From an optimization exercise on the open Yosys and OpenROAD flow, aimed at small area; shortcuts taken in it are not production practice.
Only simulation tests tie the RTL to the original design; equivalence was not proved.
Power and IR drop assume default switching activity.

==> flow/design.v <==
module Top (
    input  logic       clk_1MHz,
    input  logic       reset,
    input  logic       data_in,
    input  logic       write_in,
    input  logic       dequeue_in,
    output logic [7:0] fila_data_out,
    output logic [7:0] fila_len_out
);
    logic [3:0] a, b;
    logic       fast, slow;
    assign fast = a[3] & a[0];
    assign slow = a[2] & ~a[1] & ~a[0] & b[3] & b[0];
    always_ff @(posedge clk_1MHz or posedge reset) begin
        if (reset) begin
            a <= 4'd5;
            b <= 4'd4;
        end else begin
            a <= fast ? 4'd0 : a + 4'd1;
            if (fast) b <= (b[3] & b[0]) ? 4'd0 : b + 4'd1;
        end
    end
    logic [3:0] s;
    logic [7:0] buffer;
    logic       busy;
    logic [3:0] len;
    logic [7:0] mem [8];
    logic [7:0] dout;
    logic recv, req, full, empty, enq, deq, inc;
    assign recv  = ~s[3];
    assign req   = s[3] & ~s[1] & s[0];
    assign full  = len[3];
    assign empty = (len == 4'd0);
    assign enq   = slow & ~busy & req & ~full;
    assign deq   = slow & ~busy & ~(req & ~full) & dequeue_in & ~empty;
    assign inc   = (fast & (recv ? write_in : ~req)) | enq;
    always_ff @(posedge clk_1MHz or posedge reset) begin
        if (reset) begin
            s    <= 4'd0;
            busy <= 1'b0;
            len  <= 4'd0;
            dout <= 8'd0;
        end else begin
            if (inc) s <= (s[3] & s[1] & s[0]) ? 4'd0 : s + 4'd1;
            if (slow) busy <= ~busy & ((req & ~full) | (dequeue_in & ~empty));
            if (enq) len <= len + 4'd1;
            else if (deq) len <= len - 4'd1;
            if (deq) dout <= mem[len[2:0]];
        end
    end
    always_ff @(posedge clk_1MHz) begin
        if (fast & recv & write_in) buffer <= {data_in, buffer[7:1]};
        if (enq) begin
            mem[1] <= buffer;
            for (int i = 2; i < 8; i++) mem[i] <= mem[i - 1];
            mem[0] <= mem[7];
        end
    end
    assign fila_data_out = dout;
    assign fila_len_out  = {4'd0, len};
endmodule
==> flow/config.mk <==
export PLATFORM = sky130hd
export DESIGN_NAME = Top
export DESIGN_NICKNAME = Top
export VERILOG_FILES = /design/flow/design.v
export SDC_FILE = /design/flow/constraint.sdc
export NUM_CORES = 4
export LEC_CHECK = 0
export CAP_MARGIN = 20
export CORE_MARGIN = 2
export CORE_UTILIZATION = 75
export PLACE_DENSITY = 0.8
export SLEW_MARGIN = 20
==> flow/constraint.sdc <==
create_clock -name core_clock -period 10.0 [get_ports {clk_1MHz}]
set_input_delay 2.0000 -clock core_clock [delete_from_list [all_inputs] [get_ports {clk_1MHz}]]
set_output_delay 2.0000 -clock core_clock [all_outputs]
set_load 0.01 [all_outputs]
run.sh (not shown) runs the stock make flow with config.mk's settings and CLKGATE_MAP_FILE= SYNTH_SCRIPT=/design/flow/synth_recipe.tcl, a recipe that flattens the netlist after the stock synthesis.
Change:
--- a/flow/design.v
+++ b/flow/design.v
@@ -44,17 +44,20 @@
             if (inc) s <= (s[3] & s[1] & s[0]) ? 4'd0 : s + 4'd1;
             if (slow) busy <= ~busy & ((req & ~full) | (dequeue_in & ~empty));
             if (enq) len <= len + 4'd1;
             else if (deq) len <= len - 4'd1;
-            if (deq) dout <= mem[len[2:0]];
+            if (deq) dout <= mem[6];
         end
     end
+    logic win, rot, ins;
+    assign win = s[3] & s[1] & s[0] & ~a[3];
+    assign rot = deq | win;
+    assign ins = win & (a[2:0] == len[2:0]);
     always_ff @(posedge clk_1MHz) begin
         if (fast & recv & write_in) buffer <= {data_in, buffer[7:1]};
-        if (enq) begin
-            mem[1] <= buffer;
-            for (int i = 2; i < 8; i++) mem[i] <= mem[i - 1];
-            mem[0] <= mem[7];
+        if (rot) begin
+            mem[0] <= ins ? buffer : mem[7];
+            for (int i = 1; i < 8; i++) mem[i] <= mem[i - 1];
         end
     end
     assign fila_data_out = dout;
     assign fila_len_out  = {4'd0, len};
Hold slack degrades by 0.028 ns.
Via count fell by about a fifth.
Count of clock-buffer cells in the layout is unchanged.
Total power rose by a few percent.
Setup slack degrades by 0.12 ns.

[afterwards: timing with drivers on the ports]
How much do the figures lean on ideal ports? The routed layouts below were timed once more, with nothing changed but the port constraints. Step 1, drivers: a clkbuf_16 drives clk_1MHz and a buf_2 each remaining input, both assumed. Step 2 adds t to the input delays and takes it off the output delays; t is the mean of the earliest and latest rising clock arrival at the registers after step 1. Input paths then give back, and output paths get back, about the clock's delay inside the block. Slacks: no drivers / after step 1 / after step 2; pairs: no drivers / after step 1.
run | t (ns) | setup slack, ns | worst setup path after step 2 | latest minus earliest clock arrival (ns) | pins driven straight from the clock port
the first run | 0.385 | 6.137 / 6.108 / 6.305 | input to register | 0.011 / 0.012 | 1
the second run | 0.389 | 6.015 / 6.013 / 5.624 | input to register | 0.011 / 0.012 | 1
After both steps every run listed still meets setup and hold. For the second run, which loses most, drivers alone change the setup slack by -0.002 ns; drivers and shift together by -0.391 ns.
